Source: an optimization exercise on an open RTL-to-GDS flow (aim: small area). Production flows keep margins and buffers that such runs may drop.
Where RTL was checked, it was by simulation tests only, not by an equivalence proof against the original.
Power figures rest on the tool's default switching activity, not on a simulated workload.

==> run Y: inputs <==
==> flow/design.v (excerpt) <==
module ISE(
 input               clk
,input               reset
,input       [4:0]   image_in_index
,input       [23:0]  pixel_in
,output              busy
,output              out_valid
,output      [1:0]   color_index
,output reg  [4:0]   image_out_index
);
==> module ISE, before the edit <==
module ISE(
 input               clk
,input               reset
,input       [4:0]   image_in_index
,input       [23:0]  pixel_in
,output              busy
,output              out_valid
,output      [1:0]   color_index
,output reg  [4:0]   image_out_index
);
function carry18;
    input [17:0] a;
    input [17:0] b;
    input        cin;
    integer      i;
    reg          c;
    begin
        c = cin;
        for (i = 0; i < 18; i = i + 1)
            c = (a[i] & b[i]) | (a[i] & c) | (b[i] & c);
        carry18 = c;
    end
endfunction
reg     [13:0]  pc;          
reg             bcyc;        
reg             fin;         
assign busy = bcyc | fin;
wire            pc_last  = &pc;
wire            pc_zero5 = ~|pc[4:0];
wire            pc_zero  = ~|pc[13:5] & pc_zero5;
wire            ge544    = (|pc[13:10]) | (pc[9] & (|pc[8:5]));   
wire            ge576    = (|pc[13:10]) | (pc[9] & (|pc[8:6]));   
wire            visit    = ~ge544 & (&pc[4:0]);                   
wire            serial   = ~ge544 & (|pc[13:5]) & ~pc[4] & ~(&pc[3:0]);  
wire            bit14    = pc[3:0] == 4'd14;
wire            sorting  = fin & ge544;                           
wire            after1   = fin & ge576;
wire            freeze   = fin & pc[10] & pc[9] & pc[5] & pc[0];
always @(posedge clk or posedge reset)
begin
    if (reset) begin
        pc   <= 14'd0;
        bcyc <= 1'b0;
        fin  <= 1'b0;
    end else begin
        bcyc <= pc_last;
        fin  <= fin | (pc_last & (&image_in_index));
        if (pc_last | bcyc)
            pc <= 14'd0;
        else if (!freeze)
            pc <= pc + 14'd1;
    end
end
wire    [7:0]   r_data = pixel_in[23:16];
wire    [7:0]   g_data = pixel_in[15: 8];
wire    [7:0]   b_data = pixel_in[ 7: 0];
wire            r_en   = (r_data >= g_data) && (r_data >= b_data);
wire            g_en   = !r_en && (g_data >= b_data);
wire            b_en   = !r_en && !g_en;
wire            cnt_en = !busy && !pc_last;
reg     [13:0]  r_cnt, g_cnt;
reg     [21:0]  r_sum, g_sum, b_sum;
always @(posedge clk)
begin
    r_cnt <= (pc_zero ? 14'd0 : r_cnt) + {13'd0, cnt_en & r_en};
    g_cnt <= (pc_zero ? 14'd0 : g_cnt) + {13'd0, cnt_en & g_en};
    r_sum <= (pc_zero ? 22'd0 : r_sum) + {14'd0, (cnt_en & r_en) ? r_data : 8'd0};
    g_sum <= (pc_zero ? 22'd0 : g_sum) + {14'd0, (cnt_en & g_en) ? g_data : 8'd0};
    b_sum <= (pc_zero ? 22'd0 : b_sum) + {14'd0, (cnt_en & b_en) ? b_data : 8'd0};
end
wire    [13:0]  b_cnt = ~(r_cnt + g_cnt);
wire            r_gt_g = carry18({4'hf, r_cnt}, {4'h0, ~g_cnt}, 1'b0);
wire            g_gt_r = carry18({4'hf, g_cnt}, {4'h0, ~r_cnt}, 1'b0);
wire            r_gt_b = r_cnt[13] | carry18({4'hf, r_cnt[12:0], 1'b0}, {4'h0, g_cnt}, 1'b0);
wire            g_gt_b = g_cnt[13] | carry18({4'hf, g_cnt[12:0], 1'b0}, {4'h0, r_cnt}, 1'b0);
wire            dom_r = r_gt_g && r_gt_b;
wire            dom_g = g_gt_r && g_gt_b;
wire    [1:0]   dom   = dom_r ? 2'd0 : dom_g ? 2'd1 : 2'd2;
wire    [13:0]  n_sel = dom_r ? r_cnt : dom_g ? g_cnt : b_cnt;
wire    [21:0]  s_sel = dom_r ? r_sum : dom_g ? g_sum : b_sum;
reg     [575:0] ring;
wire    [17:0]  tail = ring[575:558];
wire    [4:0]   tidx = pc[4:0];          
reg     [28:0]  xr;
wire    [14:0]  d_r = xr[14:0];
wire    [13:0]  d_n = xr[28:15];
wire    [17:0]  best     = xr[17:0];
wire    [4:0]   best_idx = xr[22:18];
reg             d_q;         
reg             d_s;         
reg             d_c;         
wire            s_m  = (~bit14 & d_n[0]) ^ d_q;
wire            s_ci = (pc[3:0] == 4'd0) ? d_q : d_c;
wire            s_o  = d_s ^ s_m ^ s_ci;
wire            s_co = (d_s & s_m) | (d_s & s_ci) | (s_m & s_ci);
wire            sent = after1 && (tidx == image_out_index);
wire    [17:0]  head = bcyc  ? {dom, s_sel[7:0], 8'd0} :
                       visit ? {tail[17:16], tail[14:0], d_q} :
                       sent  ? {2'd3, tail[15:0]} :
                               tail;
always @(posedge clk)
    ring <= {ring[557:0], head};
wire            take     = (tidx == 5'd0) || carry18(best, ~head, 1'b1);    
wire    [4:0]   bidx_nxt = take ? tidx : best_idx;
always @(posedge clk)
begin
    if (bcyc) begin
        xr  <= {n_sel, 1'b0, s_sel[21:8]};
        d_q <= 1'b1;
    end else if (serial) begin
        xr[14:0] <= {s_o, d_r[14:1]};
        if (!bit14)
            xr[28:15] <= {d_n[0], d_n[13:1]};
        else
            d_q <= ~s_o;
    end else if (sorting && take)
        xr[22:0] <= {tidx, head};
    if (visit)
        d_s <= tail[15];
    else if (serial)
        d_s <= d_r[0];
    if (serial)
        d_c <= s_co;
end
wire            pass_end = sorting & (&pc[4:0]);
assign out_valid   = after1 & pc_zero5;
assign color_index = best[17:16];
always @(posedge clk)
    if (pass_end)
        image_out_index <= bidx_nxt;
endmodule
Settings: LEC_CHECK=0, CAP_MARGIN=20, CORE_MARGIN=2, CORE_UTILIZATION=70, CTS_BUF_LIST=sky130_fd_sc_hd__clkbuf_8, CTS_CLUSTER_DIAMETER=60, CTS_CLUSTER_SIZE=16, PLACE_DENSITY=0.8, SLEW_MARGIN=20; clock period 85.0 ns.
standard.sh (not shown) runs the stock make flow with config.mk's settings and CLKGATE_MAP_FILE= SYNTH_SCRIPT=/design/flow/synth_recipe.tcl, a recipe that flattens the netlist after the stock synthesis.
==> flow/flow/run.sh <==
#!/bin/bash
# The standard layout (standard.sh), with three changes:
#  - synthesis: the standard flow's script, but ABC maps with flow/area.abc (area oriented) and no
#    adder cells are forced in (ADDER_MAP_FILE empty); registers are unchanged,
#  - port buffers of the smallest buffer cell,
#  - clock tree synthesis without dummy loads.
# Each tool's output goes to ORFS's own logs; make's output to standard_flow.log.
set -euo pipefail
W=$PWD
{ head -n 1 synth_recipe.tcl; cat flow/abc_override.tcl; tail -n +2 synth_recipe.tcl; } > area_synth.tcl
export AREA_ABC_SCRIPT=$W/flow/area.abc
export BUFFER_PORTS_ARGS="-buffer_cell sky130_fd_sc_hd__buf_1"
export CTS_ARGS="-sink_clustering_enable -repair_clock_nets -buf_list sky130_fd_sc_hd__clkbuf_4 -sink_clustering_size 9 -sink_clustering_max_diameter 40 -dont_use_dummy_load"
bash standard.sh SYNTH_SCRIPT=$W/area_synth.tcl ADDER_MAP_FILE= finish > standard_flow.log 2>&1
==> flow/flow/abc_override.tcl <==
# Map with an area-oriented ABC script instead of the one ORFS's synthesis names;
# everything else in the synthesis is the standard one.
proc abc {args} {
  set i [lsearch -exact $args -script]
  if { $i >= 0 } {
    set args [lreplace $args [expr {$i+1}] [expr {$i+1}] $::env(AREA_ABC_SCRIPT)]
  }
  yosys abc {*}$args
}
==> flow/flow/area.abc <==
strash
ifraig
scorr
dc2
strash
dch -f
amap -F 4
strash
dc2
dch -f
amap -F 4
strash
dc2
dch -f
amap -F 4
topo
==> inputs of run B, as changes to run Y <==
==> flow/design.v (replaced) <==
`timescale 1ns/10ps
module ISE(
 input               clk
,input               reset
,input       [4:0]   image_in_index
,input       [23:0]  pixel_in
,output              busy
,output              out_valid
,output      [1:0]   color_index
,output reg  [4:0]   image_out_index
);
reg     [13:0]  pc;          
reg             bcyc;        
reg             fin;         
assign busy = bcyc | fin;
wire            pc_last  = &pc;
wire            pc_zero5 = ~|pc[4:0];
wire            pc_zero  = ~|pc[13:5] & pc_zero5;
wire            lo_zone  = ~|pc[13:9];                  
wire            step     = lo_zone & (&pc[4:0]);        
wire            sorting  = fin & ~lo_zone;              
wire            after1   = fin & (pc[10] | (pc[9] & (|pc[8:5])));  
wire            freeze   = fin & pc[10] & pc[9] & pc[0];
always @(posedge clk or posedge reset)
begin
    if (reset) begin
        pc   <= 14'd0;
        bcyc <= 1'b0;
        fin  <= 1'b0;
    end else begin
        bcyc <= pc_last;
        fin  <= fin | (pc_last & (&image_in_index));
        if (pc_last | bcyc)
            pc <= 14'd0;
        else if (!freeze)
            pc <= pc + 14'd1;
    end
end
wire    [7:0]   r_data = pixel_in[23:16];
wire    [7:0]   g_data = pixel_in[15: 8];
wire    [7:0]   b_data = pixel_in[ 7: 0];
wire            r_en   = (r_data >= g_data) && (r_data >= b_data);
wire            g_en   = !r_en && (g_data >= b_data);
wire            b_en   = !r_en && !g_en;
wire            cnt_en = !busy && !pc_last;
reg     [13:0]  r_cnt, g_cnt;
reg     [21:0]  r_sum, g_sum, b_sum;
always @(posedge clk)
begin
    r_cnt <= (pc_zero ? 14'd0 : r_cnt) + {13'd0, cnt_en & r_en};
    g_cnt <= (pc_zero ? 14'd0 : g_cnt) + {13'd0, cnt_en & g_en};
    r_sum <= (pc_zero ? 22'd0 : r_sum) + {14'd0, (cnt_en & r_en) ? r_data : 8'd0};
    g_sum <= (pc_zero ? 22'd0 : g_sum) + {14'd0, (cnt_en & g_en) ? g_data : 8'd0};
    b_sum <= (pc_zero ? 22'd0 : b_sum) + {14'd0, (cnt_en & b_en) ? b_data : 8'd0};
end
wire    [13:0]  b_cnt = ~(r_cnt + g_cnt);
wire            dom_r = (r_cnt > g_cnt) && (r_cnt > b_cnt);
wire            dom_g = !dom_r && (g_cnt > r_cnt) && (g_cnt > b_cnt);
wire    [1:0]   dom   = dom_r ? 2'd0 : dom_g ? 2'd1 : 2'd2;
wire    [13:0]  n_sel = dom_r ? r_cnt : dom_g ? g_cnt : b_cnt;
wire    [21:0]  s_sel = dom_r ? r_sum : dom_g ? g_sum : b_sum;
reg     [575:0] ring;
wire    [17:0]  tail = ring[575:558];
wire    [4:0]   tidx = pc[4:0];          
reg     [27:0]  xr;
wire    [13:0]  d_r = xr[13:0];
wire    [13:0]  d_n = xr[27:14];
wire    [17:0]  best     = xr[17:0];
wire    [4:0]   best_idx = xr[22:18];
wire    [15:0]  d_t  = {1'b0, d_r, tail[15]} - {2'b00, d_n};
wire            d_ge = ~d_t[15];
wire            sent = after1 && (tidx == image_out_index);
wire    [17:0]  head = bcyc ? {dom, s_sel[7:0], 8'd0} :
                       step ? {tail[17:16], tail[14:0], d_ge} :
                       sent ? {2'd3, tail[15:0]} :
                              tail;
always @(posedge clk)
    ring <= {ring[557:0], head};
wire            take     = (tidx == 5'd0) || (head <= best);
wire    [4:0]   bidx_nxt = take ? tidx : best_idx;
always @(posedge clk)
begin
    if (bcyc)
        xr <= {n_sel, s_sel[21:8]};
    else if (step)
        xr[13:0] <= d_ge ? d_t[13:0] : {d_r[12:0], tail[15]};
    else if (sorting && take)
        xr[22:0] <= {tidx, head};
end
wire            pass_end = sorting & (&pc[4:0]);
assign out_valid   = after1 & pc_zero5;
assign color_index = best[17:16];
always @(posedge clk)
    if (pass_end)
        image_out_index <= bidx_nxt;
endmodule
==> flow/run.sh (new file) <==
#!/bin/bash
# synth_recipe.tcl (not shown) runs the flow's synth.tcl, then flattens the netlist and writes it again
# the make line also repeats each setting of config.mk as NAME=value (left out here)
make -C /OpenROAD-flow-scripts/flow DESIGN_CONFIG=/design/flow/config.mk WORK_HOME=/design/flow/orfs CLKGATE_MAP_FILE= SYNTH_SCRIPT=/design/flow/synth_recipe.tcl finish
- CTS_BUF_LIST: sky130_fd_sc_hd__clkbuf_8 -> sky130_fd_sc_hd__clkbuf_4
- CTS_CLUSTER_DIAMETER: 60 -> not set
- CTS_CLUSTER_SIZE: 16 -> not set
removed: flow/flow/run.sh
removed: flow/flow/abc_override.tcl
removed: flow/flow/area.abc
removed: flow/standard.sh
==> inputs of run H, as changes to run Y <==
==> flow/design.v (replaced) <==
`timescale 1ns/10ps
module ISE(
 input               clk
,input               reset
,input       [4:0]   image_in_index
,input       [23:0]  pixel_in
,output              busy
,output              out_valid
,output      [1:0]   color_index
,output reg  [4:0]   image_out_index
);
reg     [13:0]  pc;          
reg             bcyc;        
reg             fin;         
assign busy = bcyc | fin;
wire            pc_last  = &pc;
wire            pc_zero5 = ~|pc[4:0];
wire            pc_zero  = ~|pc[13:5] & pc_zero5;
wire            lo_zone  = ~|pc[13:9];                  
wire            step     = lo_zone & (&pc[4:0]);        
wire            sorting  = fin & ~lo_zone;              
wire            after1   = fin & (pc[10] | (pc[9] & (|pc[8:5])));  
wire            freeze   = fin & pc[10] & pc[9] & pc[0];
always @(posedge clk or posedge reset)
begin
    if (reset) begin
        pc   <= 14'd0;
        bcyc <= 1'b0;
        fin  <= 1'b0;
    end else begin
        bcyc <= pc_last;
        fin  <= fin | (pc_last & (&image_in_index));
        if (pc_last | bcyc)
            pc <= 14'd0;
        else if (!freeze)
            pc <= pc + 14'd1;
    end
end
wire    [7:0]   r_data = pixel_in[23:16];
wire    [7:0]   g_data = pixel_in[15: 8];
wire    [7:0]   b_data = pixel_in[ 7: 0];
wire            r_en   = (r_data >= g_data) && (r_data >= b_data);
wire            g_en   = !r_en && (g_data >= b_data);
wire            b_en   = !r_en && !g_en;
wire            cnt_en = !busy && !pc_last;
reg     [13:0]  r_cnt, g_cnt;
reg     [21:0]  r_sum, g_sum, b_sum;
always @(posedge clk)
begin
    r_cnt <= (pc_zero ? 14'd0 : r_cnt) + {13'd0, cnt_en & r_en};
    g_cnt <= (pc_zero ? 14'd0 : g_cnt) + {13'd0, cnt_en & g_en};
    r_sum <= (pc_zero ? 22'd0 : r_sum) + {14'd0, (cnt_en & r_en) ? r_data : 8'd0};
    g_sum <= (pc_zero ? 22'd0 : g_sum) + {14'd0, (cnt_en & g_en) ? g_data : 8'd0};
    b_sum <= (pc_zero ? 22'd0 : b_sum) + {14'd0, (cnt_en & b_en) ? b_data : 8'd0};
end
wire    [13:0]  b_cnt = ~(r_cnt + g_cnt);
wire            dom_r = (r_cnt > g_cnt) && (r_cnt > b_cnt);
wire            dom_g = !dom_r && (g_cnt > r_cnt) && (g_cnt > b_cnt);
wire    [1:0]   dom   = dom_r ? 2'd0 : dom_g ? 2'd1 : 2'd2;
wire    [13:0]  n_sel = dom_r ? r_cnt : dom_g ? g_cnt : b_cnt;
wire    [21:0]  s_sel = dom_r ? r_sum : dom_g ? g_sum : b_sum;
reg     [575:0] ring;
wire    [17:0]  tail = ring[575:558];
wire    [4:0]   tidx = pc[4:0];          
reg     [27:0]  xr;
wire    [13:0]  d_r = xr[13:0];
wire    [13:0]  d_n = xr[27:14];
wire    [17:0]  best     = xr[17:0];
wire    [4:0]   best_idx = xr[22:18];
wire    [15:0]  d_t  = {1'b0, d_r, tail[15]} - {2'b00, d_n};
wire            d_ge = ~d_t[15];
wire            sent = after1 && (tidx == image_out_index);
wire    [17:0]  head = bcyc ? {dom, s_sel[7:0], 8'd0} :
                       step ? {tail[17:16], tail[14:0], d_ge} :
                       sent ? {2'd3, tail[15:0]} :
                              tail;
always @(posedge clk)
    ring <= {ring[557:0], head};
wire            take     = (tidx == 5'd0) || (head <= best);
wire    [4:0]   bidx_nxt = take ? tidx : best_idx;
always @(posedge clk)
begin
    if (bcyc)
        xr <= {n_sel, s_sel[21:8]};
    else if (step)
        xr[13:0] <= d_ge ? d_t[13:0] : {d_r[12:0], tail[15]};
    else if (sorting && take)
        xr[22:0] <= {tidx, head};
end
wire            pass_end = sorting & (&pc[4:0]);
assign out_valid   = after1 & pc_zero5;
assign color_index = best[17:16];
always @(posedge clk)
    if (pass_end)
        image_out_index <= bidx_nxt;
endmodule
--- a/flow/flow/run.sh
+++ b/flow/flow/run.sh
@@ -12,3 +12,3 @@
 export BUFFER_PORTS_ARGS="-buffer_cell sky130_fd_sc_hd__buf_1"
-export CTS_ARGS="-sink_clustering_enable -repair_clock_nets -buf_list sky130_fd_sc_hd__clkbuf_4 -sink_clustering_size 9 -sink_clustering_max_diameter 40 -dont_use_dummy_load"
+export CTS_ARGS="-sink_clustering_enable -repair_clock_nets -buf_list sky130_fd_sc_hd__clkbuf_8 -sink_clustering_size 16 -sink_clustering_max_diameter 60 -dont_use_dummy_load"
 bash standard.sh SYNTH_SCRIPT=$W/area_synth.tcl ADDER_MAP_FILE= finish > standard_flow.log 2>&1
==> flow/flow/area.abc (replaced) <==
strash
ifraig
scorr
dc2
strash
dch -f
amap
topo
==> inputs of run G, as changes to run Y <==
- CORE_UTILIZATION: 70 -> 75
- CTS_BUF_LIST: sky130_fd_sc_hd__clkbuf_8 -> not set
- CTS_CLUSTER_DIAMETER: 60 -> not set
- CTS_CLUSTER_SIZE: 16 -> not set
- PLACE_DENSITY: 0.8 -> 0.85
==> qor summary <==
| item | run G | run Y | run B | run H |
|---|---|---|---|---|
| Result of the run | finished clean | finished clean | finished clean | finished clean |
| Reported net switching power | 96.2 µW | 96.2 µW | 194 µW | 97.3 µW |
| Total power divided by cell area | 23.1 nW/µm² | 23.0 nW/µm² | 28.3 nW/µm² | 22.4 nW/µm² |
| Met2 track demand over resource in global routing | 0.431 | 0.375 | 0.449 | 0.480 |
| Half-perimeter wire length of the detailed placement result | 24800 µm | 23500 µm | 29200 µm | 30300 µm |
| Fraction of the cycle the final worst path needs | 0.266 | 0.263 | 0.249 | 0.269 |
| Hold_sp | ring[74]$_DFF_P_ | ring[245]$_DFF_P_ | ring[534]$_DFF_P_ | ring[392]$_DFF_P_ |
| Starting utilization of the core area | 0.762 | 0.712 | 0.712 | 0.713 |
| Setup slack of the worst register-to-register path | 76.48 ns | 77.00 ns | 77.61 ns | 75.58 ns |
| Clock sink count | 723 | 723 | 719 | 719 |
| Detailed route wirelength on metal3 | 2940 µm | 2260 µm | 3590 µm | 2840 µm |
| Total Die Area | 27700 µm² | 29600 µm² | 33600 µm² | 30800 µm² |
| Critical Path RT | 85.62 ns | 85.54 ns | 85.71 ns | 85.56 ns |
| Count of inserted tapcells | 335 | 378 | 402 | 384 |
| Share of cell area taken by multi-input logic gates | 0.205 | 0.204 | 0.279 | 0.233 |
| Clock insertion delay at the later pin of the skew report | 0.73 ns | 0.73 ns | 0.86 ns | 0.63 ns |
| Routed wl met2 | 17000 µm | 15500 µm | 20900 µm | 20800 µm |
| CP most frequent cell | sky130_fd_sc_hd__nor2_1 | sky130_fd_sc_hd__nor2_1 | sky130_fd_sc_hd__o21ai_0 | sky130_fd_sc_hd__nor2_1 |
| Top-area cell type share of the netlist area | 0.680 | 0.680 | 0.596 | 0.652 |
| Gate power share | 0.005 | 0.005 | 0.129 | 0.005 |
| Count of non-filler cells in the finished layout | 2153 | 2199 | 2564 | 2347 |
| Unique masters post-synth | 44 | 44 | 66 | 50 |
| CTS buffer count | 91 | 93 | 163 | 52 |
Only the layout flow was run in run B and run H; the RTL was not checked for function there.

==> re-timing with driven ports <==
No port has a modelled driver above. Below, the same layouts with a new extraction and two added sets of constraints. Step 1: set_driving_cell puts a clkbuf_16 on clk and a buf_2 on each other input, an assumption about the parent block. Step 2 also shifts input and output timing later by t, the mid clock arrival at the registers, as if the neighbouring blocks saw the same clock. a / b / c = ideal ports / drivers / drivers and shift; a / b = the first two.
| run | t, ns | setup slack, ns | worst register clock-pin slew, ns | worst slew at a driven data input, ns |
|---|---|---|---|---|
| run Y | 0.721 | 62.609 / 62.636 / 61.915 | 0.11 / 0.11 | 0.04 |
| run B | 0.874 | 63.833 / 63.864 / 62.990 | 0.09 / 0.09 | 0.04 |
| run H | 0.629 | 62.157 / 62.183 / 61.554 | 0.11 / 0.11 | 0.06 |
| run G | 0.730 | 62.392 / 62.411 / 61.681 | 0.10 / 0.10 | 0.03 |
After both steps setup and hold are still met in every run listed. For run B, which loses most, drivers alone change the setup slack by +0.031 ns; drivers and shift together by -0.843 ns.
